Source: an optimization exercise on an open RTL-to-GDS flow (aim: small area). Production flows keep margins and buffers that such runs may drop.
Where RTL was checked, it was by simulation tests only, not by an equivalence proof against the original.
The RTL of run 4 was laid out without a check of its function.
Power figures rest on the tool's default switching activity, not on a simulated workload.

**constraint.sdc**
```tcl
create_clock -name core_clock -period 200.0 [get_ports {clk}]
set_input_delay 40.0000 -clock core_clock [delete_from_list [all_inputs] [get_ports {clk}]]
set_output_delay 40.0000 -clock core_clock [all_outputs]
set_load 0.01 [all_outputs]
```
**config.mk**
```make
export PLATFORM = sky130hd
export DESIGN_NAME = CPU
export DESIGN_NICKNAME = CPU
export VERILOG_FILES = /design/flow/design.v
export SDC_FILE = /design/flow/constraint.sdc
export NUM_CORES = 8
export LEC_CHECK = 0
export ABC_AREA = 1
export CAP_MARGIN = 30
export CORE_MARGIN = 2
export CORE_UTILIZATION = 63
export CTS_BUF_LIST = sky130_fd_sc_hd__clkbuf_8
export CTS_CLUSTER_DIAMETER = 60
export CTS_CLUSTER_SIZE = 14
export PLACE_DENSITY = 0.72
export SLEW_MARGIN = 30
```
**run.sh**
```bash
#!/bin/bash
# synth_recipe.tcl (not shown) runs the flow's synth.tcl, then flattens the netlist and writes it again
# the make line also repeats each setting of config.mk as NAME=value (left out here)
make -C /OpenROAD-flow-scripts/flow DESIGN_CONFIG=/design/flow/config.mk WORK_HOME=/design/flow/orfs CLKGATE_MAP_FILE= SYNTH_SCRIPT=/design/flow/synth_recipe.tcl finish
```
**design.v**
```verilog
module mc_cneg (
    input  logic [31:0] v,
    input  logic        n,
    output logic [31:0] o
);
    logic [32:0] c;
    assign c[0] = n;
    for (genvar i = 0; i < 32; i++) begin : g
        wire t = v[i] ^ n;
        assign o[i]   = t ^ c[i];
        assign c[i+1] = t & c[i];
    end
endmodule
module mc_add #(parameter W = 32) (
    input  logic [W-1:0] a, b,
    input  logic         ci,
    output logic [W-1:0] s,
    output logic         co
);
    logic [W:0] c;
    assign c[0] = ci;
    for (genvar i = 0; i < W; i++) begin : g
        assign s[i]   = a[i] ^ b[i] ^ c[i];
        assign c[i+1] = (a[i] & b[i]) | (c[i] & (a[i] | b[i]));
    end
    assign co = c[W];
endmodule
module mc_sub #(parameter int W = 8, parameter int FB = 8, parameter int B = 8) (
    input  logic [W-1:0] a, b,
    output logic [W-1:0] d,
    output logic         co
);
    if (W <= FB) begin : grip
        logic [W:0] c;
        assign c[0] = 1'b1;
        for (genvar i = 0; i < W; i++) begin : g
            wire nb = ~b[i];
            assign d[i]   = a[i] ^ nb ^ c[i];
            assign c[i+1] = (a[i] & nb) | (c[i] & (a[i] | nb));
        end
        assign co = c[W];
    end else begin : gblk
        localparam int NB = (W - FB + B - 1) / B;     
        logic [NB:0] cb;                              
        logic [FB:0] c;
        assign c[0] = 1'b1;
        for (genvar i = 0; i < FB; i++) begin : g0
            wire nb = ~b[i];
            assign d[i]   = a[i] ^ nb ^ c[i];
            assign c[i+1] = (a[i] & nb) | (c[i] & (a[i] | nb));
        end
        assign cb[0] = c[FB];
        for (genvar k = 0; k < NB; k++) begin : gb
            localparam int LO = FB + k * B;
            localparam int HI = (LO + B < W) ? LO + B : W;
            localparam int N  = HI - LO;
            logic [N:0] cc;
            logic [N-1:0] s0;
            logic [N:0] ic;
            assign cc[0] = 1'b0;
            for (genvar i = 0; i < N; i++) begin : g
                wire nb = ~b[LO+i];
                assign s0[i]   = a[LO+i] ^ nb ^ cc[i];
                assign cc[i+1] = (a[LO+i] & nb) | (cc[i] & (a[LO+i] | nb));
            end
            assign ic[0] = cb[k];
            for (genvar i = 0; i < N; i++) begin : gi
                assign d[LO+i]  = s0[i] ^ ic[i];
                assign ic[i+1] = s0[i] & ic[i];
            end
            assign cb[k+1] = cc[N] | (cb[k] & (&s0));
        end
        assign co = cb[NB];
    end
endmodule
module mc_row #(parameter int W = 17, parameter int FB = 9, parameter int B = 7) (
    input  logic [31:0] a, b,
    input  logic        ci,
    output logic [31:0] s,
    output logic        cw, c32
);
    localparam int NB = (W - FB + B - 1) / B;
    logic [NB:0] cb;
    logic [FB:0] c;
    assign c[0] = ci;
    for (genvar i = 0; i < FB; i++) begin : g0
        assign s[i]   = a[i] ^ b[i] ^ c[i];
        assign c[i+1] = (a[i] & b[i]) | (c[i] & (a[i] | b[i]));
    end
    assign cb[0] = c[FB];
    for (genvar k = 0; k < NB; k++) begin : gb
        localparam int LO = FB + k * B;
        localparam int HI = (LO + B < W) ? LO + B : W;
        localparam int N  = HI - LO;
        logic [N:0] cc, ic;
        logic [N-1:0] s0;
        assign cc[0] = 1'b0;
        for (genvar i = 0; i < N; i++) begin : g
            assign s0[i]   = a[LO+i] ^ b[LO+i] ^ cc[i];
            assign cc[i+1] = (a[LO+i] & b[LO+i]) | (cc[i] & (a[LO+i] | b[LO+i]));
        end
        assign ic[0] = cb[k];
        for (genvar i = 0; i < N; i++) begin : gi
            assign s[LO+i] = s0[i] ^ ic[i];
            assign ic[i+1] = s0[i] & ic[i];
        end
        assign cb[k+1] = cc[N] | (cb[k] & (&s0));
    end
    assign cw = cb[NB];
    logic [32-W:0] ct;
    assign ct[0] = cw;
    for (genvar i = W; i < 32; i++) begin : gt
        assign s[i]       = a[i] ^ b[i] ^ ct[i-W];
        assign ct[i-W+1]  = (a[i] & b[i]) | (ct[i-W] & (a[i] | b[i]));
    end
    assign c32 = ct[32-W];
endmodule
module mc_md (
    input  logic        clk,
    input  logic [31:0] a, b,
    input  logic        s, div, isq, ph1,
    output logic [63:0] p,
    output logic [31:0] dres
);
    wire sa = a[31], sb = b[31];
    logic [31:0] ua;
    mc_cneg na (.v(a), .n(sa), .o(ua));
    wire [31:0] m = div ? (b ^ {32{~sb}}) : a;
    wire sm = s & ~div;     
    logic [32:17] hz;
    assign hz[32] = 1'b1;
    for (genvar w = 17; w < 32; w++) begin : ghz
        assign hz[w] = sb ? ((&b[31:w]) & (|b[w-1:0])) : ~(|b[31:w]);
    end
    wire bz = ~(|b);
    logic [48:0] mr;      
    logic [31:0] O [0:15];
    logic [15:0] co, lsb, q;
    for (genvar r = 0; r < 16; r++) begin : row
        localparam int W = r + 17;
        wire bs = div | (ph1 ? b[r] : b[r+16]);
        wire nbit = ph1 ? ua[31-r] : ua[15-r];
        logic [31:0] A, B, S;
        for (genvar i = 0; i < 32; i++) begin : gpp
            wire inv;
            if (r < 15) begin : gl
                assign inv = (i == 31) ? sm : 1'b0;
            end else begin : gl15
                assign inv = (i == 31) ? (sm & ph1) : (sm & ~ph1);
            end
            assign B[i] = (m[i] & bs) ^ inv;
        end
        for (genvar i = 0; i < 32; i++) begin : ga
            wire am, ad;    
            if (r == 0) begin : g0
                if (i < 31) begin : gm
                    assign am = ph1 ? 1'b0 : mr[17+i];
                end else begin : gm31
                    assign am = ph1 ? 1'b0 : mr[48];
                end
                if (i == 0) begin : gd0
                    assign ad = nbit;
                end else if (i <= 16) begin : gd
                    assign ad = ph1 ? 1'b0 : mr[16+i-1];
                end else begin : gdx
                    assign ad = 1'b0;
                end
            end else begin : gn
                if (r == 1 && i == 31) begin : gm1
                    assign am = co[0] | (s & ph1);     
                end else if (i == 31) begin : gm31
                    assign am = co[r-1];
                end else begin : gm
                    assign am = O[r-1][i+1];
                end
                if (i == 0) begin : gd0
                    assign ad = nbit;
                end else if (i < W) begin : gd
                    assign ad = O[r-1][i-1];
                end else begin : gdx
                    assign ad = 1'b0;
                end
            end
            assign A[i] = div ? ad : am;
        end
        logic cw, c32;
        mc_row #(.W(W), .FB(9), .B(7)) add (.a(A), .b(B), .ci(div & ~sb), .s(S), .cw(cw), .c32(c32));
        assign q[15-r] = cw & hz[W];
        assign co[r] = c32;
        assign lsb[r] = S[0];
        wire keep = div & ~q[15-r];     
        for (genvar i = 0; i < 32; i++) begin : go
            if (i < W) begin : gk
                assign O[r][i] = keep ? A[i] : S[i];
            end else begin : gs
                assign O[r][i] = S[i];
            end
        end
    end
    always_ff @(negedge clk) mr <= {co[15], O[15], (div ? q : lsb)};
    assign p = {co[15] ^ s, O[15][31:1], lsb, mr[15:0]};
    wire negq = (sa ^ sb) & ~bz;
    wire [31:0] sel = isq ? {mr[15:0], q} : O[15];
    mc_cneg no (.v(sel), .n(isq ? negq : sa), .o(dres));
endmodule
module CPU (
    input  logic        clk, rst_n,
    output logic [13:0] imem_addr,
    input  logic [31:0] imem_rdata,
    output logic [13:0] dmem_addr,
    output logic [31:0] dmem_wdata,
    output logic        dmem_we,
    input  logic [31:0] dmem_rdata,
    input  logic [7:0]  switches1, switches2, switches3,
    input  logic        bt1, bt2, bt3, bt4, bt5,
    input  logic [4:0]  kb_idx,
    output logic [7:0]  led1_out, led2_out,
    output logic [31:0] seg1_out
);
    wire rst = ~rst_n;
    function automatic [31:0] immgen(input [31:0] i);
        case (i[6:0])
            7'b0010011, 7'b0000011, 7'b1100111: immgen = {{20{i[31]}}, i[31:20]};
            7'b0100011: immgen = {{20{i[31]}}, i[31:25], i[11:7]};
            7'b1100011: immgen = {{19{i[31]}}, i[31], i[7], i[30:25], i[11:8], 1'b0};
            7'b0110111, 7'b0010111: immgen = {i[31:12], 12'b0};
            7'b1101111: immgen = {{11{i[31]}}, i[31], i[19:12], i[20], i[30:21], 1'b0};
            default: immgen = 32'b0;
        endcase
    endfunction
    function automatic [31:0] rstval(input [4:0] r);
        rstval = (r == 5'd2) ? 32'h00007ffc : (r == 5'd3) ? 32'hffffff00 : 32'h0;
    endfunction
    logic [31:0] pc;
    logic [31:0] d_inst, d_pc, d_ppc;      
    logic        d_pred;
    logic [31:0] e_inst, e_pc, e_d1, e_d2, e_ppc;   
    logic        e_pred;
    logic [31:0] m_alu, m_d2;              
    logic [4:0]  m_rd;
    logic [2:0]  m_op;
    logic        m_we, m_re, m_rw;
    logic [31:0] w_data;                   
    logic [4:0]  w_rd;
    logic        w_rw;
    logic icache_stall, dcache_stall, hz_stall, predict_fail;
    logic [31:0] old_pc;
    logic        old_branch, old_actual;
    logic ph_p, ph_n;
    always_ff @(posedge clk) ph_p <= ~ph_p;
    always_ff @(negedge clk) ph_n <= ph_p;
    wire ph1 = ph_p ^ ph_n;
    logic [15:0] ic_v;
    logic [15:0][9:0]  ic_tag;
    logic [15:0][31:0] ic_dat;
    logic [1:0]  ic_rs;
    wire [3:0] ic_off = pc[5:2];
    wire [9:0] ic_t   = pc[15:6];
    wire unc_i = pc[31:16] == 16'h1c09;
    logic [15:0] ic_sel;
    for (genvar i = 0; i < 16; i++) begin : gics
        assign ic_sel[i] = ic_off == i;
    end
    logic ic_lv;
    logic [9:0]  ic_tag_r;
    logic [31:0] ic_dat_r;    
    always_comb begin
        ic_lv = 1'b0; ic_tag_r = 10'b0; ic_dat_r = 32'b0;
        for (int i = 0; i < 16; i++) begin
            ic_lv    = ic_lv | (ic_sel[i] & ic_v[i]);
            ic_tag_r = ic_tag_r | (ic_tag[i] & {10{ic_sel[i]}});
            ic_dat_r = ic_dat_r | (ic_dat[i] & {32{ic_sel[i] & ic_v[i]}});
        end
    end
    wire ic_hit = ic_lv && ic_tag_r == ic_t;
    logic [31:0] rom_w;
    always_comb begin
        case (pc[7:2])
        6'd0: rom_w = 32'hff810113;
        6'd1: rom_w = 32'h00512223;
        6'd2: rom_w = 32'h00612023;
        6'd3: rom_w = 32'h00a00293;
        6'd4: rom_w = 32'h02588c63;
        6'd5: rom_w = 32'h00100293;
        6'd6: rom_w = 32'h04588663;
        6'd7: rom_w = 32'h00200293;
        6'd8: rom_w = 32'h04588663;
        6'd9: rom_w = 32'h00300293;
        6'd10: rom_w = 32'h04588663;
        6'd11: rom_w = 32'h00500293;
        6'd12: rom_w = 32'h00588e63;
        6'd13: rom_w = 32'h00600293;
        6'd14: rom_w = 32'h00588e63;
        6'd15: rom_w = 32'h00700293;
        6'd16: rom_w = 32'h00588e63;
        6'd17: rom_w = 32'h0380006f;
        6'd18: rom_w = 32'h0000006f;
        6'd19: rom_w = 32'h0001a503;
        6'd20: rom_w = 32'h02c0006f;
        6'd21: rom_w = 32'h0041a503;
        6'd22: rom_w = 32'h0240006f;
        6'd23: rom_w = 32'h0081a503;
        6'd24: rom_w = 32'h01c0006f;
        6'd25: rom_w = 32'h00a1a623;
        6'd26: rom_w = 32'h0140006f;
        6'd27: rom_w = 32'h00a1a823;
        6'd28: rom_w = 32'h00c0006f;
        6'd29: rom_w = 32'h02a1a423;
        6'd30: rom_w = 32'h0040006f;
        6'd31: rom_w = 32'h00012303;
        6'd32: rom_w = 32'h00412283;
        6'd33: rom_w = 32'h00810113;
        6'd34: rom_w = 32'h10200073;
        default: rom_w = 32'h00000000;
        endcase
    end
    wire [31:0] rom_out = (pc[15:8] == 8'b0 && pc[1:0] == 2'b0) ? rom_w : 32'h00000000;
    wire [31:0] mem_inst = unc_i ? rom_out : imem_rdata;
    wire [31:0] inst = (ic_rs == 2'd2 || unc_i) ? mem_inst : ic_dat_r;
    assign icache_stall = !unc_i && !predict_fail && !ic_hit && ic_rs != 2'd3;
    assign imem_addr = pc[15:2];
    always_ff @(negedge clk) ic_rs <= (rst || !icache_stall) ? 2'd0 : ic_rs + 2'd1;
    always_ff @(posedge clk)
        for (int i = 0; i < 16; i++)
            if (rst || (ic_rs == 2'd2 && ic_off == i)) ic_v[i] <= !rst;
    always_ff @(posedge clk)
        for (int i = 0; i < 16; i++)
            if (ic_rs == 2'd2 && ic_off == i) begin
                ic_tag[i] <= ic_t;
                ic_dat[i] <= mem_inst;
            end
    logic [31:0] sepc;
    logic        start_flag;
    logic [15:0][1:0]  bht;
    logic [15:0][31:0] ras;
    logic [3:0]  ras_top;
    logic [31:0] ras_r;
    always_comb begin
        ras_r = 32'b0;
        for (int i = 0; i < 16; i++) ras_r = ras_r | (ras[i] & {32{ras_top == i}});
    end
    wire [6:0] opc_i = inst[6:0];
    wire jal_i  = opc_i == 7'b1101111;
    wire jalr_i = opc_i == 7'b1100111;
    wire br_i   = opc_i == 7'b1100011;
    wire jump_i = jal_i | jalr_i;
    wire excp   = opc_i == 7'b1110011;
    wire sret   = excp && inst[31:25] == 7'b0001000;
    wire rs1_is1 = !jal_i && inst[19:15] == 5'd1;
    wire rd_is1  = inst[11:7] == 5'd1;
    wire [31:0] imm_i = immgen(inst);
    wire [31:0] pc4, pcimm;
    wire c_unused0, c_unused1;
    mc_add #(30) inc4 (.a(pc[31:2]), .b(30'd1), .ci(1'b0), .s(pc4[31:2]), .co(c_unused0));
    assign pc4[1:0] = pc[1:0];
    mc_add #(32) addi (.a(pc), .b(imm_i), .ci(1'b0), .s(pcimm), .co(c_unused1));
    logic [1:0] bht_cur;
    always_comb begin
        bht_cur = 2'b0;
        for (int i = 0; i < 16; i++) bht_cur = bht_cur | (bht[i] & {2{ic_sel[i]}});
    end
    wire taken_i = bht_cur[1];
    logic        pred_res;
    logic [31:0] tgt0;
    always_comb begin
        if (!start_flag) begin
            pred_res = 1'b0; tgt0 = 32'b0;
        end else if (predict_fail) begin
            pred_res = 1'b0; tgt0 = old_pc;
        end else if (jump_i) begin
            pred_res = 1'b1; tgt0 = rs1_is1 ? ras_r : pcimm;
        end else if (br_i) begin
            pred_res = taken_i; tgt0 = taken_i ? pcimm : pc4;
        end else begin
            pred_res = 1'b0; tgt0 = pc4;
        end
    end
    wire [31:0] target = excp ? (sret ? sepc : 32'h1c090000) : tgt0;
    wire bp_stall = icache_stall || dcache_stall || hz_stall;
    always_ff @(posedge clk)
        if (rst || (excp && !sret)) sepc <= rst ? 32'b0 : pc4;
    always_ff @(posedge clk) start_flag <= !rst;
    wire [3:0] upd = e_pc[5:2];
    logic [1:0] bht_old;
    always_comb begin
        bht_old = 2'b0;
        for (int i = 0; i < 16; i++) bht_old = bht_old | (bht[i] & {2{upd == i}});
    end
    wire [1:0] bht_new = old_actual ? ((bht_old == 2'b11) ? 2'b11 : bht_old + 2'b01)
                                    : ((bht_old == 2'b00) ? 2'b00 : bht_old - 2'b01);
    wire bht_we = old_branch && !bp_stall;
    always_ff @(posedge clk)
        for (int i = 0; i < 16; i++)
            if (rst || (bht_we && upd == i)) bht[i] <= rst ? 2'b01 : bht_new;
    wire ras_op = start_flag && jump_i && !bp_stall && !predict_fail;
    wire [3:0] ras_up = ras_top + 4'd1;
    always_ff @(posedge clk) begin
        if (rst || !start_flag) ras_top <= 4'd0;
        else if (ras_op) begin
            if (rd_is1) ras_top <= ras_up;
            else if (rs1_is1) ras_top <= ras_top - 4'd1;
        end
    end
    wire [31:0] ras_d = rst ? 32'b0 : pc4;
    always_ff @(posedge clk)
        for (int i = 0; i < 16; i++)
            if (rst || (ras_op && rd_is1 && ras_up == i)) ras[i] <= ras_d;
    always_ff @(posedge clk)
        if (rst || !(hz_stall || icache_stall || dcache_stall)) pc <= rst ? 32'b0 : target;
    wire d_clr = rst || (icache_stall && !dcache_stall && !hz_stall) || predict_fail;
    wire d_ld  = !(dcache_stall || hz_stall);
    always_ff @(posedge clk) begin
        if (d_clr || d_ld) begin
            d_inst <= d_clr ? 32'b0 : inst;
            d_pred <= d_clr ? 1'b0 : pred_res;
        end
        if (d_ld) begin
            d_pc <= pc; d_ppc <= target;
        end
    end
    wire [4:0] d_rs1 = d_inst[19:15];
    wire [4:0] d_rs2 = d_inst[24:20];
    wire [4:0] e_rd  = e_inst[11:7];
    wire e_load = e_inst[6:0] == 7'b0000011;
    assign hz_stall = e_load && (e_rd == d_rs1 || e_rd == d_rs2);
    logic rst_neg;                 
    always_ff @(negedge clk) rst_neg <= rst;
    logic [31:1][31:0] rf;
    wire w_wr = w_rw && w_rd != 5'd0;
    wire [31:0] rf_d = rst_neg ? 32'b0 : w_data;
    always_ff @(posedge clk)
        for (int i = 1; i < 32; i++)
            if (rst_neg || (w_wr && w_rd == i))
                rf[i] <= (i == 2 || i == 3) ? (rst_neg ? rstval(i[4:0]) : w_data) : rf_d;
    wire [31:0][31:0] regs = {rf, 32'b0};
    wire [4:0]  raddr = ph1 ? d_rs1 : d_rs2;
    logic [31:0] rport;
    always_comb begin
        rport = 32'b0;
        for (int i = 1; i < 32; i++) rport = rport | (rf[i] & {32{raddr == i}});
    end
    wire [31:0] rval  = (w_wr && w_rd == raddr) ? w_data : rport;
    logic [31:0] r1tmp;
    always_ff @(negedge clk) r1tmp <= rst ? rstval(d_rs1) : rval;
    wire [31:0] r2val = rst_neg ? rstval(d_rs2) : rval;
    wire e_clr = rst || ((hz_stall || predict_fail) && !dcache_stall);
    wire e_ld  = !dcache_stall;
    always_ff @(posedge clk) begin
        if (e_clr || e_ld) begin
            e_inst <= e_clr ? 32'b0 : d_inst;
            e_pred <= e_clr ? 1'b0 : d_pred;
            e_d1   <= e_clr ? 32'b0 : r1tmp;
        end
        if (e_ld) begin
            e_pc <= d_pc; e_d2 <= r2val; e_ppc <= d_ppc;
        end
    end
    logic [3:0] aluop;
    logic [2:0] bruop, memop;
    logic [1:0] alusrc;
    logic jalr_e, memwrite, memread, regwrite;
    wire [6:0] opc = e_inst[6:0];
    wire [2:0] f3  = e_inst[14:12];
    wire [6:0] f7  = e_inst[31:25];
    always_comb begin
        aluop = 4'd3; bruop = 3'd0; memop = 3'd0; alusrc = 2'd0;
        jalr_e = 1'b0; memwrite = 1'b0; memread = 1'b0; regwrite = 1'b0;
        case (opc)
            7'b0110011: begin
                regwrite = 1'b1;
                if (f7 == 7'h01) begin
                    case (f3)
                        3'd0: aluop = 4'd10;
                        3'd1: aluop = 4'd11;
                        3'd2: aluop = 4'd12;
                        3'd3: aluop = 4'd13;
                        3'd4: aluop = 4'd14;
                        3'd6: aluop = 4'd15;
                        default: aluop = 4'd0;
                    endcase
                end else begin
                    case (f3)
                        3'd0: aluop = (f7 == 7'h20) ? 4'd4 : 4'd3;
                        3'd1: aluop = 4'd5;
                        3'd2: aluop = 4'd8;
                        3'd3: aluop = 4'd9;
                        3'd4: aluop = 4'd2;
                        3'd5: aluop = (f7 == 7'h20) ? 4'd7 : 4'd6;
                        3'd6: aluop = 4'd1;
                        default: aluop = 4'd0;
                    endcase
                end
            end
            7'b0010011: begin
                regwrite = 1'b1; alusrc = 2'd1;
                case (f3)
                    3'd0: aluop = 4'd3;
                    3'd1: aluop = 4'd5;
                    3'd2: aluop = 4'd8;
                    3'd3: aluop = 4'd9;
                    3'd4: aluop = 4'd2;
                    3'd5: aluop = (f7 == 7'h20) ? 4'd7 : 4'd6;
                    3'd6: aluop = 4'd1;
                    default: aluop = 4'd0;
                endcase
            end
            7'b0000011: begin
                alusrc = 2'd1; memread = 1'b1; regwrite = 1'b1;
                case (f3)
                    3'd0: memop = 3'd0;
                    3'd1: memop = 3'd1;
                    3'd2: memop = 3'd2;
                    3'd4: memop = 3'd3;
                    3'd5: memop = 3'd4;
                    default: memop = 3'd0;
                endcase
            end
            7'b0100011: begin
                alusrc = 2'd1; memwrite = 1'b1;
                case (f3)
                    3'd0: memop = 3'd5;
                    3'd1: memop = 3'd6;
                    3'd2: memop = 3'd7;
                    default: memop = 3'd0;
                endcase
            end
            7'b1100011: begin
                case (f3)
                    3'd0: bruop = 3'd1;
                    3'd1: bruop = 3'd2;
                    3'd4: bruop = 3'd3;
                    3'd5: bruop = 3'd4;
                    3'd6: bruop = 3'd5;
                    3'd7: bruop = 3'd6;
                    default: bruop = 3'd0;
                endcase
            end
            7'b1100111: begin bruop = 3'd7; jalr_e = 1'b1; alusrc = 2'd1; regwrite = 1'b1; end
            7'b1101111: begin bruop = 3'd7; alusrc = 2'd2; regwrite = 1'b1; end
            7'b0110111: begin alusrc = 2'd1; regwrite = 1'b1; end
            7'b0010111: begin alusrc = 2'd3; regwrite = 1'b1; end
            7'b1110011: begin end
            default: aluop = 4'd0;
        endcase
    end
    wire [31:0] imm = immgen(e_inst);
    wire [4:0] e_rs1 = e_inst[19:15];
    wire [4:0] e_rs2 = e_inst[24:20];
    logic [31:0] mem_addr;
    wire fa_m = m_rw && m_rd != 5'd0 && m_rd == e_rs1;
    wire fa_w = !fa_m && w_wr && w_rd == e_rs1;
    wire fb_m = m_rw && m_rd != 5'd0 && m_rd == e_rs2;
    wire fb_w = !fb_m && w_wr && w_rd == e_rs2;
    wire [31:0] s1r = fa_m ? mem_addr : fa_w ? w_data : e_d1;
    wire [31:0] s2r = fb_m ? mem_addr : fb_w ? w_data : e_d2;
    wire [31:0] s1c = fa_m ? m_alu : fa_w ? w_data : e_d1;
    wire [31:0] s2c = fb_m ? m_alu : fb_w ? w_data : e_d2;
    wire [31:0] bx = s1r ^ s2r;
    wire beq = bx == 32'b0;
    logic [31:0] blc;
    assign blc[0] = 1'b0;
    for (genvar i = 0; i < 31; i++) begin : gblc
        assign blc[i+1] = (~s1r[i] & s2r[i]) | (~s1r[i] & blc[i]) | (s2r[i] & blc[i]);
    end
    wire bsd  = s1r[31] ^ s2r[31];
    wire bltu = bsd ? s2r[31] : blc[31];
    wire blt  = bsd ? s1r[31] : blc[31];
    always_comb begin
        case (bruop)
            3'd1: old_actual = beq;
            3'd2: old_actual = !beq;
            3'd3: old_actual = blt;
            3'd4: old_actual = !blt;
            3'd5: old_actual = bltu;
            3'd6: old_actual = !bltu;
            3'd7: old_actual = 1'b1;
            default: old_actual = 1'b0;
        endcase
    end
    assign old_branch = bruop != 3'd0;
    wire [31:0] ta = (old_actual && jalr_e) ? s1r : e_pc;
    wire [31:0] tb = old_actual ? imm : 32'd4;
    wire c_unused2;
    mc_add #(32) tadd (.a(ta), .b(tb), .ci(1'b0), .s(old_pc), .co(c_unused2));
    assign predict_fail = (old_actual != e_pred) || (old_branch && e_ppc != old_pc);
    wire [31:0] x = alusrc[1] ? e_pc : s1c;
    logic [31:0] y;
    always_comb begin
        case (alusrc)
            2'd0: y = s2c;
            2'd2: y = 32'd4;
            default: y = imm;
        endcase
    end
    wire is_sub = aluop == 4'd4 || aluop == 4'd8 || aluop == 4'd9;
    logic [31:0] asum;
    logic aco;
    mc_add #(32) aadd (.a(x), .b(y ^ {32{is_sub}}), .ci(is_sub), .s(asum), .co(aco));
    wire slt  = (x[31] ^ y[31]) ? x[31] : asum[31];
    wire sltu = !aco;
    wire is_sh = aluop == 4'd5 || aluop == 4'd6 || aluop == 4'd7;
    wire [4:0] sh = y[4:0];
    wire [4:0] shk = (aluop == 4'd5) ? sh : (5'd0 - sh);
    logic [31:0] shb, shmask;
    for (genvar i = 0; i < 32; i++) begin : gsh
        assign shb[i] = is_sh ? (shk == i) : s2c[i];
        assign shmask[i] = (i > 31 - sh);      
    end
    logic [63:0] prod;
    logic [31:0] dres;
    mc_md md (.clk(clk), .a(s1c), .b(shb), .s(aluop == 4'd11), .div(aluop == 4'd14 || aluop == 4'd15),
              .isq(aluop == 4'd14), .ph1(ph1), .p(prod), .dres(dres));
    logic [31:0] alu_res;
    always_comb begin
        case (aluop)
            4'd0:  alu_res = x & y;
            4'd1:  alu_res = x | y;
            4'd2:  alu_res = x ^ y;
            4'd3, 4'd4: alu_res = asum;
            4'd5:  alu_res = prod[31:0];
            4'd6:  alu_res = (sh == 5'd0) ? prod[31:0] : prod[63:32];
            4'd7:  alu_res = ((sh == 5'd0) ? prod[31:0] : prod[63:32]) | (shmask & {32{x[31]}});
            4'd8:  alu_res = {31'b0, slt};
            4'd9:  alu_res = {31'b0, sltu};
            4'd10: alu_res = prod[31:0];
            4'd11, 4'd12, 4'd13: alu_res = prod[63:32];
            default: alu_res = dres;
        endcase
    end
    always_ff @(posedge clk) begin
        if (rst || !dcache_stall) begin
            m_alu <= rst ? 32'b0 : alu_res;
            m_we <= !rst && memwrite; m_re <= !rst && memread; m_rw <= !rst && regwrite;
        end
        if (!dcache_stall) begin
            m_d2 <= s2c; m_rd <= e_rd; m_op <= memop;
        end
    end
    logic [15:0] dc_v, dc_dt;
    logic [15:0][9:0]  dc_tag;
    logic [15:0][31:0] dc_dat;
    logic [2:0]  cs;             
    logic        od;             
    logic [9:0]  otag;
    logic [31:0] odata;
    wire [3:0] off = m_alu[5:2];
    wire [9:0] tg  = m_alu[15:6];
    wire unc = m_alu[19:16] == 4'hf;
    logic [15:0] dc_sel;
    for (genvar i = 0; i < 16; i++) begin : gdcs
        assign dc_sel[i] = off == i;
    end
    logic lv, ldt;
    logic [9:0]  ltag;
    logic [31:0] ldat;
    always_comb begin
        lv = 1'b0; ldt = 1'b0; ltag = 10'b0; ldat = 32'b0;
        for (int i = 0; i < 16; i++) begin
            lv   = lv | (dc_sel[i] & dc_v[i]);
            ldt  = ldt | (dc_sel[i] & dc_dt[i]);
            ltag = ltag | (dc_tag[i] & {10{dc_sel[i]}});
            ldat = ldat | (dc_dat[i] & {32{dc_sel[i]}});
        end
    end
    wire hit = lv && ltag == tg;
    wire wbn = od && otag != tg;
    wire acc_ = m_re || m_we;
    assign dcache_stall = !unc && acc_ && (cs != (wbn ? 3'd4 : 3'd2)) && (!hit || wbn);
    wire cs2 = cs == 3'd2;
    wire io = m_alu[31:16] == 16'hffff;
    logic [31:0] io_data;
    always_comb begin
        case (m_alu)
            32'hffffff00: io_data = {24'b0, switches1};
            32'hffffff04: io_data = {24'b0, switches2};
            32'hffffff08: io_data = {24'b0, switches3};
            32'hffffff14: io_data = {31'b0, bt1};
            32'hffffff18: io_data = {31'b0, bt2};
            32'hffffff1c: io_data = {31'b0, bt3};
            32'hffffff20: io_data = {31'b0, bt4};
            32'hffffff24: io_data = {31'b0, bt5};
            32'hffffff2c: io_data = {31'b0, kb_idx[4]};
            32'hffffff30: io_data = {28'b0, kb_idx[3:0]};
            default:      io_data = 32'b0;
        endcase
    end
    wire [31:0] mem_data = io ? io_data : dmem_rdata;
    wire [31:0] rin = (cs2 || unc) ? mem_data : ldat;
    logic [31:0] rout;
    always_comb begin
        case (m_op)
            3'd2: rout = rin;
            3'd1: rout = m_alu[1] ? {{16{rin[31]}}, rin[31:16]} : {{16{rin[15]}}, rin[15:0]};
            3'd4: rout = {16'b0, m_alu[1] ? rin[31:16] : rin[15:0]};
            3'd3: case (m_alu[1:0])
                      2'd0: rout = {24'b0, rin[7:0]};
                      2'd1: rout = {24'b0, rin[15:8]};
                      2'd2: rout = {24'b0, rin[23:16]};
                      default: rout = {24'b0, rin[31:24]};
                  endcase
            3'd0: case (m_alu[1:0])
                      2'd0: rout = {{24{rin[7]}}, rin[7:0]};
                      2'd1: rout = {{24{rin[15]}}, rin[15:8]};
                      2'd2: rout = {{24{rin[23]}}, rin[23:16]};
                      default: rout = {{24{rin[31]}}, rin[31:24]};
                  endcase
            3'd7: rout = m_d2;
            3'd6: rout = m_alu[1] ? {m_d2[15:0], rin[15:0]} : {rin[31:16], m_d2[15:0]};
            default: case (m_alu[1:0])
                      2'd0: rout = {rin[31:8], m_d2[7:0]};
                      2'd1: rout = {rin[31:16], m_d2[7:0], rin[7:0]};
                      2'd2: rout = {rin[31:24], m_d2[7:0], rin[15:0]};
                      default: rout = {m_d2[7:0], rin[23:0]};
                  endcase
        endcase
    end
    wire cweb = (acc_ && cs2) || (m_we && hit && cs == 3'd0);
    wire [31:0] cwdata = (m_re && cs2) ? mem_data : rout;
    always_ff @(negedge clk) begin
        if (rst || !dcache_stall) begin
            cs <= 3'd0; od <= 1'b0;
        end else begin
            cs <= cs + 3'd1;
            if (cs == 3'd0) od <= lv & ldt;
        end
        if (cs == 3'd0) begin
            otag  <= lv ? ltag : 10'b0;
            odata <= ldat;
        end
    end
    always_ff @(posedge clk)
        for (int i = 0; i < 16; i++)
            if (rst || (cweb && off == i)) dc_v[i] <= !rst;
    always_ff @(posedge clk)
        for (int i = 0; i < 16; i++)
            if (cweb && off == i) begin
                dc_dt[i]  <= m_we;
                dc_tag[i] <= tg;
                dc_dat[i] <= cwdata;
            end
    always_comb begin
        case (cs)
            3'd0, 3'd1: mem_addr = m_alu;
            3'd2, 3'd3: mem_addr = {16'b0, otag, m_alu[5:0]};
            default:    mem_addr = 32'b0;
        endcase
    end
    assign dmem_addr  = mem_addr[15:2];
    assign dmem_we    = (cs2 && wbn) || cs == 3'd3;
    assign dmem_wdata = odata;
    logic [7:0]  led1, led2;
    logic [31:0] seg1;
    wire [31:0] io_wd = rst ? 32'b0 : m_d2;
    always_ff @(posedge clk) begin
        if (rst || m_alu == 32'hffffff0c) led1 <= io_wd[7:0];
        if (rst || m_alu == 32'hffffff10) led2 <= io_wd[7:0];
        if (rst || m_alu == 32'hffffff28) seg1 <= io_wd;
    end
    assign led1_out = led1;
    assign led2_out = led2;
    assign seg1_out = seg1;
    always_ff @(posedge clk) begin
        if (rst || !dcache_stall) w_rw <= !rst && m_rw;
        if (!dcache_stall) begin
            w_data <= m_re ? rout : m_alu; w_rd <= m_rd;
        end
    end
endmodule
```
==> results of run 1 <==
-- final cells by class --
type / instances / area (sq um) / share of cell area, %
tap: 3743 / 4680 / 2.42
clock inverter: 257 / 1460 / 0.756
timing repair buffer: 667 / 5570 / 2.88
clock buffer: 317 / 4360 / 2.26
sequential: 3571 / 106000 / 54.9
inverter: 1523 / 5740 / 2.97
antenna: 19 / 47.5 / 0.0246
multi-input combinational: 9958 / 65200 / 33.8
-- cells by family (layout without fill, tap and decap cells) --
| logic type | Yosys count | in the layout | synth area share, % |
|---|---|---|---|
| AO/OA/AOI/OAI | 3142 | 3142 | 11.8 |
| XOR/XNOR | 256 | 256 | 1.25 |
| adder cells (fa/ha/maj) | 1052 | 1052 | 9.73 |
| buffers and inverters | 2306 | 2764 | 4.98 |
| flip-flops | 3571 | 3571 | 59.3 |
| multiplexers | 46 | 46 | 0.258 |
| other | 0 | 19 | 0 |
| AND/OR/NAND/NOR | 5462 | 5462 | 12.7 |
-- cell usage in the layout (no fill, tap or decap), types with 25 or more instances in the layout --
master           Yosys  routed
o22ai_1            151     147
fa_1               563     563
o21ai_2             23      33
inv_2               72      77
o221ai_1            48      48
o21ai_4              1      31
a221oi_1           541     541
o21ai_1            158     174
a31oi_1             51      49
xnor2_1             54      54
edfxtp_1          3453    3453
clkinv_1            22      25
nand4_1            305     305
nor2_1            1341    1220
inv_1             1425    1612
nor2_4              14      73
buf_4               41     455
nor4_1              34      34
mux2i_1             46      33
nand2_2             33      40
dfxtp_1            118     117
o211ai_1            94      94
o21bai_1            47      47
nand2_1           3099    3089
a32oi_1             27      27
o21a_1              83      83
a32o_1              38      38
xor2_1             202     202
nor3_1              61      46
ha_1               489     489
nor2_2              21      83
clkdlybuf4s50_1      0     207
or2_2               48      48
o21ai_0            867     811
a21oi_1            495     491
clkbuf_8             0     318
nand3_1            447     445
a22o_1             234     234
a22oi_1             78      78
-- power by group through the flow --
stage / combinational, W / clock [W] / sequential [W]
floorplan: 0.000422 / 0.00000397 / 0.00101
global placement: 0.000743 / 0.00000396 / 0.00102
detailed placement: 0.000744 / 0.00000396 / 0.00102
CTS: 0.000750 / 0.000414 / 0.00101
global route: 0.000825 / 0.000441 / 0.00102
finish: 0.000781 / 0.000412 / 0.00101
-- per-stage QoR --
stage,worst slack (ns),hold WS [ns],cell area (sq um)
floorplan,22.78,0.370,179000
global placement,15.91,0.401,187000
detailed placement,13.86,0.405,187000
CTS,14.13,0.405,193000
global route,8.55,0.422,193000
finish,12.90,0.391,193000
-- worst min path at each step --
stage | startpoint | cells past startpoint | to | slack [ns]
floorplan | ph_p | 1 | ph_p | 0.37
global placement | d_pc[4] | 0 | e_pc[4] | 0.40
detailed placement | d_pc[12] | 0 | e_pc[12] | 0.40
CTS | d_ppc[14] | 0 | e_ppc[14] | 0.40
global route | d_ppc[14] | 0 | e_ppc[14] | 0.42
finish | d_ppc[14] | 0 | e_ppc[14] | 0.39
-- routing by layer --
layer / vias to the layer above / share of wire [%] / GRT usage (%)
met4: 18 / 5.1 / 17.6
met1: 64620 / 38 / 59.3
li1: 56800 / - / -
met3: 1545 / 14 / 11.3
met2: 9745 / 43 / 60.4
met5: - / 0.020 / 0
-- state kept, by name, summed over array words and instances, names as in the netlist, 49 cells and up --
| signal | flops |
|---|---|
| dc_tag | 160 |
| rf | 992 |
| ic_tag | 160 |
| ic_dat | 512 |
| ras | 512 |
| md.mr | 49 |
| dc_dat | 512 |
-- worst max-delay path: cells and delay by family (launching register included) --
family,cells,cell delay (ns)
and+or+nand+nor,69,10.39
muxes,6,1.63
buffers and inverters,36,7.01
adders and majority gates,153,53.59
AOI/OAI and AO/OA,70,13.35
DFF,1,0.54
xor gates and xnor gates,1,0.28
==> out/qor.yml, run 1 <==
grt_setup_unrepaired: "no"
holdBufCountCts: 0
final-setup-viol-count: 0
critical_path.max_fanout: 46
ant_nets: 0
tns_ns: 0
slew_viol_final: 0
slowest_delay_ns: 0.67
synthArstFlopShare_pct: 0
drt_iter0_drc: 20763
rows: 195
via_per_inst: 6.62
switching_share_pct: 39.6
drt_first_pass_iters: 7
synthTopCellsByCount: "edfxtp_1, nand2_1, inv_1"
die_h_um: 537
irDropWorstVdd_uv: 8.12
path_common_cell: "fa_1"
synth_area_leaders: "edfxtp_1, nand2_1, fa_1, ha_1, inv_1"
max_cap_violations: 0
synthCells: 15835
gp_routability_congestion: 1.06
fillCellCount: 20939
cts-htree-levels: 5
start_util_pct: 63.3
synth_top_cell_by_area: "edfxtp_1"
reg2reg_depth: 335
path_class: "register to register"
dp_hpwl_um: 412000
endpoint: "md.mr[23]"
grt.overflow.total: 0
core-area_sq_mm: 0.282
io_pins: 209
synth-edff-count: 3453
grt_pass1_wl_um: 864000
finalNonFillerCells: 20055
die_x_um: 537
reg2reg_from: "w_rd[3]"
arrival_ns: 87.88
tritoncts: "built"
p_switching_w: 0.000874
final_util_pct: 68.4
grt_start_max_net_pins: 139
p_leak_nw: 76.3
worst-endpoint-required_ns: 100.78
synth-seq-cells: 3571
grt_antenna_before_repair: 34
cts-resized-gates: 0
r2r_end: "md.mr[23]"
relSlewSlack_pct: 20.2
report.power.total_w: 0.00220
num_vias: 132728
syn_area_sq_mm: 0.179
worst-r2r-setup-slack_ns: 12.90
p_clk_share_pct: 18.7
crit_path_start: "w_rd[3]"
intPower_w: 0.00133
hold_violations: 0
grt_pass1_vias: 123981
synth_area_per_cell_sq_um: 11.3
slowest_stage: "clkinv_1"
endpoint_kind: "register"
power.density_mw_per_mm2: 11.4
grt_use_total_pct: 41.5
clock_path_buffers: 4
skew_ns: 0.172
netlist.area_leader.share_pct: 58.0
numCtsBuffers: 313
seq_area_frac_synth_pct: 59.3
cts_sinks: 3571
portBuffers: 208
start_kind: "register"
hp-class: "register to register"
dp_cells: 19463
syn_nets: 16987
wire_per_inst_um: 30.1
ys.flop_type: "edfxtp_1"
drc_errors: 0
clk_pin_slew_worst_paths_ns: 0.09
p_seq_share_pct: 45.9
synth.distinct_cells: 88
worstMarginPinSlew_ns: 1.20
clkLatencyLatePin_ns: 1.11
outcome: "finished clean"
synth_most_common_cell: "edfxtp_1"
cts_root_buf: "clkbuf_8"
yosysWarningCount: 3
wirelength_um: 604000
nets: 17317
drive_gt1_share_pct: 8.30
combPwrFrac_pct: 35.4
design.die.area_sq_mm: 0.288
postCtsSetupRepairBufs: 0
syn_to_final_growth_pct: 8.07
==> inputs of run 2 (changes only) <==
--- a/design.v
+++ b/design.v
@@ -249,3 +249,3 @@
     logic ph_p, ph_n;
-    always_ff @(posedge clk) ph_p <= ~ph_p;
+    always_ff @(posedge clk) ph_p <= !rst && !ph_p;
     always_ff @(negedge clk) ph_n <= ph_p;
==> out/qor.yml, run 2 <==
outcome: "finished clean"  # unchanged
grt_setup_unrepaired: "no"  # unchanged
drive_gt1_share_pct: 8.24  # was 8.30%
gp_routability_congestion: 1.05  # was 1.06
p_switching_w: 0.00107  # was 0.000874 W
slowest_stage: "inv_1"  # was clkinv_1
netlist.area_leader.share_pct: 58.1  # was 58.0%
largest_register_ff_count: 992  # unchanged
synthTopCellsByCount: "edfxtp_1, nand2_1, inv_1"  # unchanged
final_util_pct: 68.5  # was 68.4%
path_common_cell: "fa_1"  # unchanged
endpoint_kind: "register"  # unchanged
wirelength_um: 608000  # was 604000 um
holdPathStages: 0  # unchanged
drc_errors: 0  # unchanged
yosysWarningCount: 3  # unchanged
synth_area_leaders: "edfxtp_1, nand2_1, fa_1, ha_1, inv_1"  # unchanged
cts_sinks: 3571  # unchanged
path_class: "register to register"  # unchanged
worst-endpoint-required_ns: 200.78  # was 100.78 ns
final_common_cell: "edfxtp_1"  # unchanged
worstMarginPinSlew_ns: 1.25  # was 1.20 ns
grt_use_total_pct: 41.8  # was 41.5%
synth_most_common_cell: "edfxtp_1"  # unchanged
ys.flop_type: "edfxtp_1"  # unchanged
synth-seq-cells: 3571  # unchanged
via_per_inst: 6.60  # was 6.62
max_cap_violations: 0  # unchanged
combPwrFrac_pct: 43.5  # was 35.4%
clock_path_buffers: 4  # unchanged
cts-htree-levels: 5  # unchanged
holdBufCountCts: 0  # unchanged
tns_ns: 0  # unchanged
slowest_delay_ns: 0.70  # was 0.67 ns
grt_pass1_wl_um: 867000  # was 864000 um
synthArstFlopShare_pct: 0  # unchanged
syn_nets: 17018  # about the same
wire_per_inst_um: 30.2  # was 30.1 um
synth-edff-count: 3453  # unchanged
numCtsBuffers: 311  # was 313
syn_area_sq_mm: 0.179  # about the same
synthCells: 15866  # was 15.8k
postPlaceCellArea_sq_mm: 0.187  # about the same
skew_ns: 0.150  # was 0.172 ns
synth.distinct_cells: 95  # was 88
seq_area_frac_synth_pct: 59.4  # was 59.3%
slew_viol_final: 0  # unchanged
drt_first_pass_iters: 7  # unchanged
fillCellCount: 20838  # was 20.9k
core-area_sq_mm: 0.282  # about the same
intPower_w: 0.00146  # was 0.00133 W
p_leak_nw: 76.6  # was 76.3 nW
postCtsSetupRepairBufs: 0  # unchanged
final-setup-viol-count: 0  # unchanged
io_pins: 209  # unchanged
num_vias: 132821  # about the same
cts_root_buf: "clkbuf_8"  # unchanged
reg2reg_depth: 334  # was 335
start_util_pct: 63.3  # about the same
p_seq_share_pct: 40.3  # was 45.9%
rows: 195  # unchanged
hp-class: "register to register"  # unchanged
die_h_um: 536  # was 537 um
design.die.area_sq_mm: 0.288  # about the same
hold_violations: 0  # unchanged
worst-r2r-setup-slack_ns: 9.89  # was 12.90 ns
dp_hpwl_um: 414000  # was 412000 um
clkLatencyLatePin_ns: 1.09  # was 1.11 ns
critical_path.max_fanout: 64  # was 46
grt_pass1_vias: 124846  # was 124k
synth_area_per_cell_sq_um: 11.3  # about the same
irDropWorstVdd_uv: 9.42  # was 8.12 uV
die_x_um: 536  # was 537 um
nets: 17365  # was 17.3k
fin_area_sq_mm: 0.193  # about the same
grt_start_max_net_pins: 131  # was 139
syn_to_final_growth_pct: 8.18  # was 8.07%
portBuffers: 208  # unchanged
ant_nets: 0  # unchanged
power.density_mw_per_mm2: 13.1  # was 11.4 mW/mm^2
relSlewSlack_pct: 15.8  # was 20.2%
final_cell_mix: "edfxtp_1, nand2_1, inv_1"  # unchanged
grt.overflow.total: 0  # unchanged
synth_top_cell_by_area: "edfxtp_1"  # unchanged
drt_iter0_drc: 20842  # about the same
start_kind: "register"  # unchanged
top_register: "rf"  # unchanged
cts-resized-gates: 0  # unchanged
switching_share_pct: 42.4  # was 39.6%
arrival_ns: 190.88  # was 87.88 ns
p_clk_share_pct: 16.2  # was 18.7%
tritoncts: "built"  # unchanged
grt_antenna_before_repair: 34  # unchanged
clk_pin_slew_worst_paths_ns: 0.09  # about the same
## run 2: cell count changes after synthesis, sizes merged, moves of 20 or more
cell   delta
a32oi    -24
a21oi    +35
nand3    +46
a22oi    +26
nor2     -62
a32o     -20
o21ai    -68
nand2    +75
inv      +34
a22o     -21
## run 2: area by class of cell
| class | instances | area, sq um | share of cell area, % |
|---|---|---|---|
| clock inverter | 270 | 1520 | 0.785 |
| clock buffer | 313 | 4310 | 2.23 |
| tap | 3743 | 4680 | 2.42 |
| sequential | 3571 | 106000 | 54.9 |
| timing repair buffer | 692 | 5840 | 3.02 |
| inverter | 1552 | 5840 | 3.02 |
| antenna | 23 | 57.6 | 0.0298 |
| multi-input combinational | 9954 | 64900 | 33.6 |
## run 2: routing by layer
layer / up-vias / GRT usage [%] / part of all wire, %
li1: 56817 / - / -
met5: - / 0 / 0.021
met4: 20 / 18.9 / 5.5
met1: 64648 / 59.7 / 38
met2: 9721 / 60.5 / 43
met3: 1615 / 10.9 / 14
## run 2: metrics by stage
stage	cells	hold WS (ns)	power [W]	worst slack [ns]
2_1_floorplan	15866	0.400	0.00163	21.11
3_3_place_gp	19501	0.401	0.00209	12.44
3_5_place_dp	19508	0.405	0.00209	10.43
4_1_cts	20090	0.361	0.00249	10.57
5_1_grt	20098	0.414	0.00263	5.21
6_report	20118	0.383	0.00253	9.89
## run 2: power by group through the flow
stage / Clock [W] / Combinational [W] / Sequential [W]
4_1_cts: 0.000411 / 0.00106 / 0.00102
5_1_grt: 0.000438 / 0.00117 / 0.00102
3_5_place_dp: 0.00000396 / 0.00105 / 0.00103
6_report: 0.000410 / 0.00110 / 0.00102
2_1_floorplan: 0.00000397 / 0.000612 / 0.00102
3_3_place_gp: 0.00000396 / 0.00105 / 0.00103
## run 2: worst max-delay path: cells and delay by family (launching register included)
kind	cells	cell delay (ns)
mux	4	0.70
simple gates	65	12.05
buf+inv	38	8.35
flops	1	0.30
fa+ha+maj	154	55.09
compound gates	70	12.78
xor+xnor	3	0.47
## run 2: kinds of logic (layout without fill, tap and decap cells)
kind of cell             after synthesis  in the layout  share of synthesized area (%)
buffers and inverters               2341           2827                           5.02
AO/OA/AOI/OAI                       3067           3067                           11.5
XOR/XNOR                             247            247                           1.22
flip-flops                          3571           3571                           59.4
multiplexers                          44             44                          0.247
AND/OR/NAND/NOR                     5544           5544                           12.9
other                                  0             23                              0
adder cells (fa/ha/maj)             1052           1052                           9.74
## run 2: path summary, 6_finish.rpt
| path | start | end |
|---|---|---|
| worst max-delay path | ph_n | m_alu[31] |
| worst min-delay path | d_ppc[20] | e_ppc[20] |
| worst max register to register | ph_n | m_alu[31] |
| worst min register to register | d_ppc[20] | e_ppc[20] |
==> inputs of run 3 (changes only) <==
--- a/config.mk
+++ b/config.mk
@@ -10,7 +10,7 @@
 export CORE_MARGIN = 2
-export CORE_UTILIZATION = 63
+export CORE_UTILIZATION = 67
 export CTS_BUF_LIST = sky130_fd_sc_hd__clkbuf_8
 export CTS_CLUSTER_DIAMETER = 60
-export CTS_CLUSTER_SIZE = 14
-export PLACE_DENSITY = 0.72
+export CTS_CLUSTER_SIZE = 15
+export PLACE_DENSITY = 0.76
 export SLEW_MARGIN = 30
==> out/qor.yml, run 3 <==
skew_ns: 0.161  # was 0.150 ns
top_usage_layer: "met2"  # unchanged
r2r_end: "m_alu[31]"  # unchanged
netlist.area_leader.share_pct: 58.1  # unchanged
syn_nets: 17018  # unchanged
nets: 17339  # was 17.4k
worst-endpoint-required_ns: 200.76  # was 200.78 ns
final-setup-viol-count: 0  # unchanged
design.die.area_sq_mm: 0.271  # was 0.288 sq mm
outcome: "finished clean"  # unchanged
reg2reg_depth: 333  # was 334
endpoint_kind: "register"  # unchanged
cts_root_buf: "clkbuf_8"  # unchanged
grt_pass1_wl_um: 858000  # was 867000 um
largest_register_ff_count: 992  # unchanged
hold_end: "e_pc[19]"  # was e_ppc[20]
grt.overflow.total: 0  # unchanged
via_per_inst: 6.74  # was 6.60
fillCellCount: 18163  # was 20.8k
synth_most_common_cell: "edfxtp_1"  # unchanged
slowest_delay_ns: 0.69  # was 0.70 ns
top_register: "rf"  # unchanged
grt_pass1_vias: 126102  # was 125k
grtUsageMet2_pct: 63.5  # was 60.5%
rows: 189  # was 195
slowest_stage: "inv_1"  # unchanged
cts-resized-gates: 0  # unchanged
drt_first_pass_iters: 10  # was 7
seq_area_frac_synth_pct: 59.4  # unchanged
synth_top_cell_by_area: "edfxtp_1"  # unchanged
clk_pin_slew_worst_paths_ns: 0.09  # about the same
grt_use_total_pct: 43.7  # was 41.8%
die_h_um: 520  # was 536 um
arrival_ns: 191.74  # was 190.88 ns
cts_sinks: 3571  # unchanged
hold_start: "d_pc[19]"  # was d_ppc[20]
reg2reg_from: "ph_n"  # unchanged
ys.flop_type: "edfxtp_1"  # unchanged
die_x_um: 520  # was 536 um
cts-htree-levels: 5  # unchanged
synth.distinct_cells: 95  # unchanged
path_common_cell: "fa_1"  # unchanged
max_cap_violations: 0  # unchanged
slew_viol_final: 0  # unchanged
start_util_pct: 67.4  # was 63.3%
worst-r2r-setup-slack_ns: 9.02  # was 9.89 ns
wirelength_um: 600000  # was 608000 um
drt_iter0_drc: 22106  # was 20.8k
grtUsageMet1_pct: 61.0  # was 59.7%
worst-path-buf-inv: 37  # was 38
holdBufCountCts: 0  # unchanged
power.density_mw_per_mm2: 13.1  # about the same
crit_path_start: "ph_n"  # unchanged
start_kind: "register"  # unchanged
portBuffers: 208  # unchanged
irDropWorstVdd_uv: 8.83  # was 9.42 uV
gp_routability_congestion: 1.08  # was 1.05
final_cell_mix: "edfxtp_1, nand2_1, inv_1"  # unchanged
numCtsBuffers: 296  # was 311
synth-seq-cells: 3571  # unchanged
clkLatencyLatePin_ns: 1.10  # was 1.09 ns
synthArstFlopShare_pct: 0  # unchanged
relSlewSlack_pct: 18.3  # was 15.8%
syn_to_final_growth_pct: 8.00  # was 8.18%
synthCells: 15866  # unchanged
cp_top_family: "adder cells"  # unchanged
path_class: "register to register"  # unchanged
hold_violations: 0  # unchanged
yosysWarningCount: 3  # unchanged
wire_per_inst_um: 30.2  # about the same
p_leak_nw: 76.6  # about the same
clock_path_buffers: 4  # unchanged
synthTopCellsByCount: "edfxtp_1, nand2_1, inv_1"  # unchanged
syn_area_sq_mm: 0.179  # unchanged
holdPathStages: 0  # unchanged
dp_hpwl_um: 409000  # was 414000 um
grt_start_max_net_pins: 117  # was 131
ant_nets: 0  # unchanged
grtUsageMet3_pct: 12.8  # was 10.9%
hp-class: "register to register"  # unchanged
drc_errors: 0  # unchanged
report.power.total_w: 0.00253  # about the same
tns_ns: 0  # unchanged
drive_gt1_share_pct: 8.22  # was 8.24%
final_util_pct: 72.8  # was 68.5%
io_pins: 209  # unchanged
postPlaceCellArea_sq_mm: 0.187  # about the same
critical_path.max_fanout: 57  # was 64
tritoncts: "built"  # unchanged
synth_area_leaders: "edfxtp_1, nand2_1, fa_1, ha_1, inv_1"  # unchanged
synth_area_per_cell_sq_um: 11.3  # unchanged
final_common_cell: "edfxtp_1"  # unchanged
worstMarginPinSlew_ns: 1.22  # was 1.25 ns
grt_setup_unrepaired: "no"  # unchanged
synth-edff-count: 3453  # unchanged
postCtsSetupRepairBufs: 0  # unchanged
core-area_sq_mm: 0.265  # was 0.282 sq mm
num_vias: 133876  # was 133k
grt_antenna_before_repair: 28  # was 34
fin_area_sq_mm: 0.193  # about the same
==> run 3: layout make-up <==
class / count / area (sq um) / area share [%]
Tap cell: 3533 / 4420 / 2.29
Clock inverter: 256 / 1590 / 0.825
Clock buffer: 309 / 4250 / 2.20
Timing Repair Buffer: 681 / 5780 / 3.00
Sequential cell: 3571 / 106000 / 55.0
Antenna cell: 20 / 50.0 / 0.0259
Multi-Input combinational cell: 9954 / 64900 / 33.6
Inverter: 1552 / 5840 / 3.03
==> run 3: cell families (layout without fill, tap and decap cells) <==
family / count (synthesis) / after routing / synth area share (%)
AO/OA/AOI/OAI: 3067 / 3067 / 11.5
flip-flops: 3571 / 3571 / 59.4
other: 0 / 20 / 0
XOR/XNOR: 247 / 247 / 1.22
AND/OR/NAND/NOR: 5544 / 5544 / 12.9
multiplexers: 44 / 44 / 0.247
adder cells (fa/ha/maj): 1052 / 1052 / 9.74
buffers and inverters: 2341 / 2798 / 5.02
==> run 3: per-layer routing <==
metal  share of wire (%)  wire length [um]
met1                  36            215000
met2                  43            257000
met3                  15             91300
met4                 6.0             36000
met5               0.024               143
==> run 3: report_power, final <==
group	total, W	internal (W)	leakage (nW)	switching (W)
registers	0.00102	0.000973	35.3	0.0000472
clock network	0.000412	0.000164	3.66	0.000248
logic	0.00110	0.000325	37.6	0.000775
==> run 3: how the worst max path moves through the flow <==
| stage | end | slack, ns | depth (start not counted) |
|---|---|---|---|
| floorplan | m_alu[31] | 21.11 | 354 |
| global placement | m_alu[31] | 12.42 | 333 |
| detailed placement | m_alu[31] | 10.42 | 333 |
| CTS | m_alu[31] | 10.65 | 333 |
| global route | m_alu[31] | 4.85 | 333 |
| finish | m_alu[31] | 9.02 | 333 |
==> run 3: stage by stage <==
stage,setup WS [ns],hold slack (ns),cells
6_report,9.02,0.420,19876
3_5_place_dp,10.42,0.405,19288
4_1_cts,10.65,0.402,19852
2_1_floorplan,21.11,0.400,15866
3_3_place_gp,12.42,0.401,19283
5_1_grt,4.85,0.413,19859
==> inputs of run 4 (changes only) <==
--- a/design.v
+++ b/design.v
@@ -186,3 +186,3 @@
         logic cw, c32;
-        mc_row #(.W(W), .FB(9), .B(7)) add (.a(A), .b(B), .ci(div & ~sb), .s(S), .cw(cw), .c32(c32));
+        mc_row #(.W(W), .FB(11), .B(8)) add (.a(A), .b(B), .ci(div & ~sb), .s(S), .cw(cw), .c32(c32));
         assign q[15-r] = cw & hz[W];
==> flow/run.sh (new file) <==
#!/bin/bash
# Layout flow: the standard ORFS flow (standard.sh) with one change: the
# port buffers are sky130_fd_sc_hd__buf_1 cells instead of the 10 um2 buffer
# ORFS picks. Synthesis and every other step run ORFS's scripts unchanged.
# Each tool's full output goes to a log file in this folder (make.log,
# write_def.log) and ORFS's per-step logs under orfs/logs/.
set -euo pipefail
W=$(pwd)
sed -e "s#CLKGATE_MAP_FILE= #CLKGATE_MAP_FILE= 'BUFFER_PORTS_ARGS=-buffer_cell sky130_fd_sc_hd__buf_1' #" \
    -e "s#^  openroad -no_init -exit \(.*\)\$#  openroad -no_init -exit \1 > $W/write_def.log 2>\&1#" \
    standard.sh > "$W/own_standard.sh"
grep -q "BUFFER_PORTS_ARGS=-buffer_cell" "$W/own_standard.sh"
bash "$W/own_standard.sh" > "$W/make.log" 2>&1
test -s "$W/out/final.def"
==> standard.sh (new file) <==
#!/bin/bash
# synth_recipe.tcl (not shown) runs the flow's synth.tcl, then flattens the netlist and writes it again
# the make line also repeats each setting of config.mk as NAME=value (left out here)
make -C /OpenROAD-flow-scripts/flow DESIGN_CONFIG=/design/flow/config.mk WORK_HOME=/design/flow/orfs CLKGATE_MAP_FILE= SYNTH_SCRIPT=/design/flow/synth_recipe.tcl "${@:-finish}"
--- a/config.mk
+++ b/config.mk
@@ -10,3 +10,3 @@
 export CORE_MARGIN = 2
-export CORE_UTILIZATION = 67
+export CORE_UTILIZATION = 63
 export CTS_BUF_LIST = sky130_fd_sc_hd__clkbuf_8
@@ -14,3 +14,3 @@
 export CTS_CLUSTER_SIZE = 15
-export PLACE_DENSITY = 0.76
+export PLACE_DENSITY = 0.72
 export SLEW_MARGIN = 30
removed: run.sh
==> out/qor.yml, run 4 <==
portBuffers: 208  # unchanged
fillCellCount: 20986  # was 18.2k
irDropWorstVdd_uv: 10.0  # was 8.83 uV
dp_cells: 19393  # was 19.3k
grt_antenna_before_repair: 29  # was 28
grt_start_max_net_pins: 132  # was 117
slowest_delay_ns: 0.54  # was 0.69 ns
finalNonFillerCells: 20009  # was 19.9k
clk_pin_slew_worst_paths_ns: 0.10  # was 0.09 ns
rows: 195  # was 189
ant_nets: 0  # unchanged
synth_top_family_by_area: "simple AND/OR/NAND/NOR gates"  # unchanged
die_x_um: 536  # was 520 um
synth-seq-cells: 3571  # unchanged
start_util_pct: 63.3  # was 67.4%
synth-compound-area-share_pct: 11.9  # was 11.5%
yosysWarningCount: 3  # unchanged
synth_area_leaders: "edfxtp_1, nand2_1, fa_1, ha_1, inv_1"  # unchanged
clkLatencyLatePin_ns: 1.10  # about the same
syn_to_final_growth_pct: 7.56  # was 8.00%
cts_sinks: 3571  # unchanged
holdWs_ns: 0.381  # was 0.420 ns
io_pins: 209  # unchanged
final_util_pct: 68.1  # was 72.8%
netlist.area_leader.share_pct: 58.2  # was 58.1%
top_register: "rf"  # unchanged
drive_gt1_share_pct: 8.46  # was 8.22%
dp_hpwl_um: 418000  # was 409000 um
skew_ns: 0.138  # was 0.161 ns
synthSimpleGateAreaFrac_pct: 12.6  # was 12.9%
synthTopCellsByCount: "edfxtp_1, nand2_1, inv_1"  # unchanged
clock_path_buffers: 4  # unchanged
grt_use_total_pct: 41.9  # was 43.7%
cts_root_buf: "clkbuf_8"  # unchanged
max_cap_violations: 0  # unchanged
synth_top_cell_by_area: "edfxtp_1"  # unchanged
slowest_stage: "fa_1"  # was inv_1
synth-edff-count: 3453  # unchanged
drc_errors: 0  # unchanged
critical_path.max_fanout: 38  # was 57
core-area_sq_mm: 0.282  # was 0.265 sq mm
die_h_um: 536  # was 520 um
path_class: "register to register"  # unchanged
via_per_inst: 6.62  # was 6.74
grt_pass1_vias: 123818  # was 126k
wire_per_inst_um: 30.5  # was 30.2 um
yosys-mux-area-fraction_pct: 0.243  # was 0.247%
holdBufCountCts: 0  # unchanged
synthXorXnorAreaFrac_pct: 1.20  # was 1.22%
arrival_ns: 196.45  # was 191.74 ns
design.die.area_sq_mm: 0.287  # was 0.271 sq mm
synth.distinct_cells: 93  # was 95
hp-class: "register to register"  # unchanged
hold_violations: 0  # unchanged
seq_area_frac_synth_pct: 59.5  # was 59.4%
gp_routability_congestion: 1.04  # was 1.08
wirelength_um: 610000  # was 600000 um
drt_iter0_drc: 20208  # was 22.1k
synth_most_common_cell: "edfxtp_1"  # unchanged
synthAdderAreaFrac_pct: 9.63  # was 9.74%
drt_first_pass_iters: 12  # was 10
synth_area_per_cell_sq_um: 11.3  # about the same
final_cell_mix: "edfxtp_1, nand2_1, inv_1"  # unchanged
ys.flop_type: "edfxtp_1"  # unchanged
grt.overflow.total: 0  # unchanged
final_common_cell: "edfxtp_1"  # unchanged
largest_register_ff_count: 992  # unchanged
p_leak_nw: 75.4  # was 76.6 nW
final-setup-viol-count: 0  # unchanged
worstMarginPinSlew_ns: 1.10  # was 1.22 ns
endpoint_kind: "register"  # unchanged
slew_viol_final: 0  # unchanged
numCtsBuffers: 297  # was 296
outcome: "finished clean"  # unchanged
power.density_mw_per_mm2: 13.7  # was 13.1 mW/mm^2
relSlewSlack_pct: 24.4  # was 18.3%
tritoncts: "built"  # unchanged
grt_pass1_wl_um: 869000  # was 858000 um
nets: 17240  # was 17.3k
num_vias: 132431  # was 134k
cts-htree-levels: 5  # unchanged
path_common_cell: "fa_1"  # unchanged
syn_nets: 16903  # was 17.0k
synthCells: 15773  # was 15.9k
start_kind: "register"  # unchanged
synthArstFlopShare_pct: 0  # unchanged
worst-endpoint-required_ns: 200.81  # was 200.76 ns
syn_area_sq_mm: 0.178  # was 0.179 sq mm
## run 4: changes by cell type in the layout (fill, tap and decap cells not counted), moves of 19 or more
| cell | previous run | this run |
|---|---|---|
| a21oi_1 | 529 | 548 |
| a22o_1 | 213 | 243 |
| buf_1 | 0 | 207 |
| clkdlybuf4s50_1 | 207 | 0 |
| ha_1 | 488 | 459 |
| inv_1 | 1646 | 1608 |
| nand2_1 | 3166 | 3060 |
| nand3_1 | 491 | 465 |
| nand4_1 | 321 | 300 |
| nor2_1 | 1166 | 1207 |
| o21ai_0 | 757 | 813 |
| o221ai_1 | 46 | 23 |
## run 4: cells by family after synthesis
kind of cell / Yosys count
muxes: 42
xor gates and xnor gates: 245
AOI/OAI and AO/OA: 3171
buffers and inverters: 2292
DFF: 3571
and+or+nand+nor: 5422
adders and majority gates: 1030
## run 4: worst paths after layout
kind | start | to | slack (ns) | depth (start not counted)
setup reg to reg | ph_n | m_alu[31] | 4.36 | 363
hold reg to reg | d_pc[22] | e_pc[22] | 0.38 | 0
setup / recovery | ph_n | m_alu[31] | 4.36 | 363
hold / removal | d_pc[22] | e_pc[22] | 0.38 | 0
## run 4: metrics by stage
step / cell area [sq um] / total power, W / setup WS (ns) / TNS [ns]
finish: 192000 / 0.00263 / 4.36 / 0
global route: 192000 / 0.00274 / -0.00149 / -0.00149
CTS: 191000 / 0.00258 / 1.61 / 0
detailed placement: 186000 / 0.00219 / 1.43 / 0
global placement: 185000 / 0.00219 / 3.38 / 0
floorplan: 178000 / 0.00171 / 10.12 / 0
## run 4: layer usage
layer  vias up  global-route usage (%)  part of all wire (%)
met5         -                       0                 0.017
met4        16                    18.7                   5.3
met1     64685                    60.2                    38
met2      9716                    60.7                    43
met3      1447                    10.4                    14
li1      56567                       -                     -
## run 4: repair_timing
item                                   in CTS  in global routing
gates resized for setup                     0                 38
setup endpoints to repair                   0                 62
endpoints found under the hold margin       0                  0
buffers inserted                            0                 26
## run 4: worst max-delay path, delay by kind of cell (launching register included)
family / cells / cell delay, ns
multiplexers: 2 / 0.46
AO/OA/AOI/OAI: 62 / 11.12
adder cells (fa/ha/maj): 188 / 68.75
flip-flops: 1 / 0.30
XOR/XNOR: 2 / 0.37
AND/OR/NAND/NOR: 83 / 10.44
buffers and inverters: 26 / 3.90
## run 4: layout make-up
cell class | count | area [sq um] | share of cell area, %
diodes | 14 | 35.0 | 0.0183
clock buffers | 308 | 4240 | 2.21
clock inverters | 264 | 1490 | 0.776
inverters | 1497 | 5670 | 2.96
multi-input cells | 9910 | 65000 | 33.9
flip-flops and latches | 3571 | 106000 | 55.3
well taps | 3743 | 4680 | 2.44
repair buffers | 700 | 4600 | 2.40
repair inverters | 2 | 10.0 | 0.00522
## run 4: where the power goes
part | leakage (nW) | switching [W] | total [W] | internal, W
logic | 36.5 | 0.000846 | 0.00120 | 0.000351
clock network | 3.60 | 0.000252 | 0.000406 | 0.000154
registers | 35.3 | 0.0000504 | 0.00103 | 0.000976
total | 75.4 | 0.00115 | 0.00263 | 0.00148
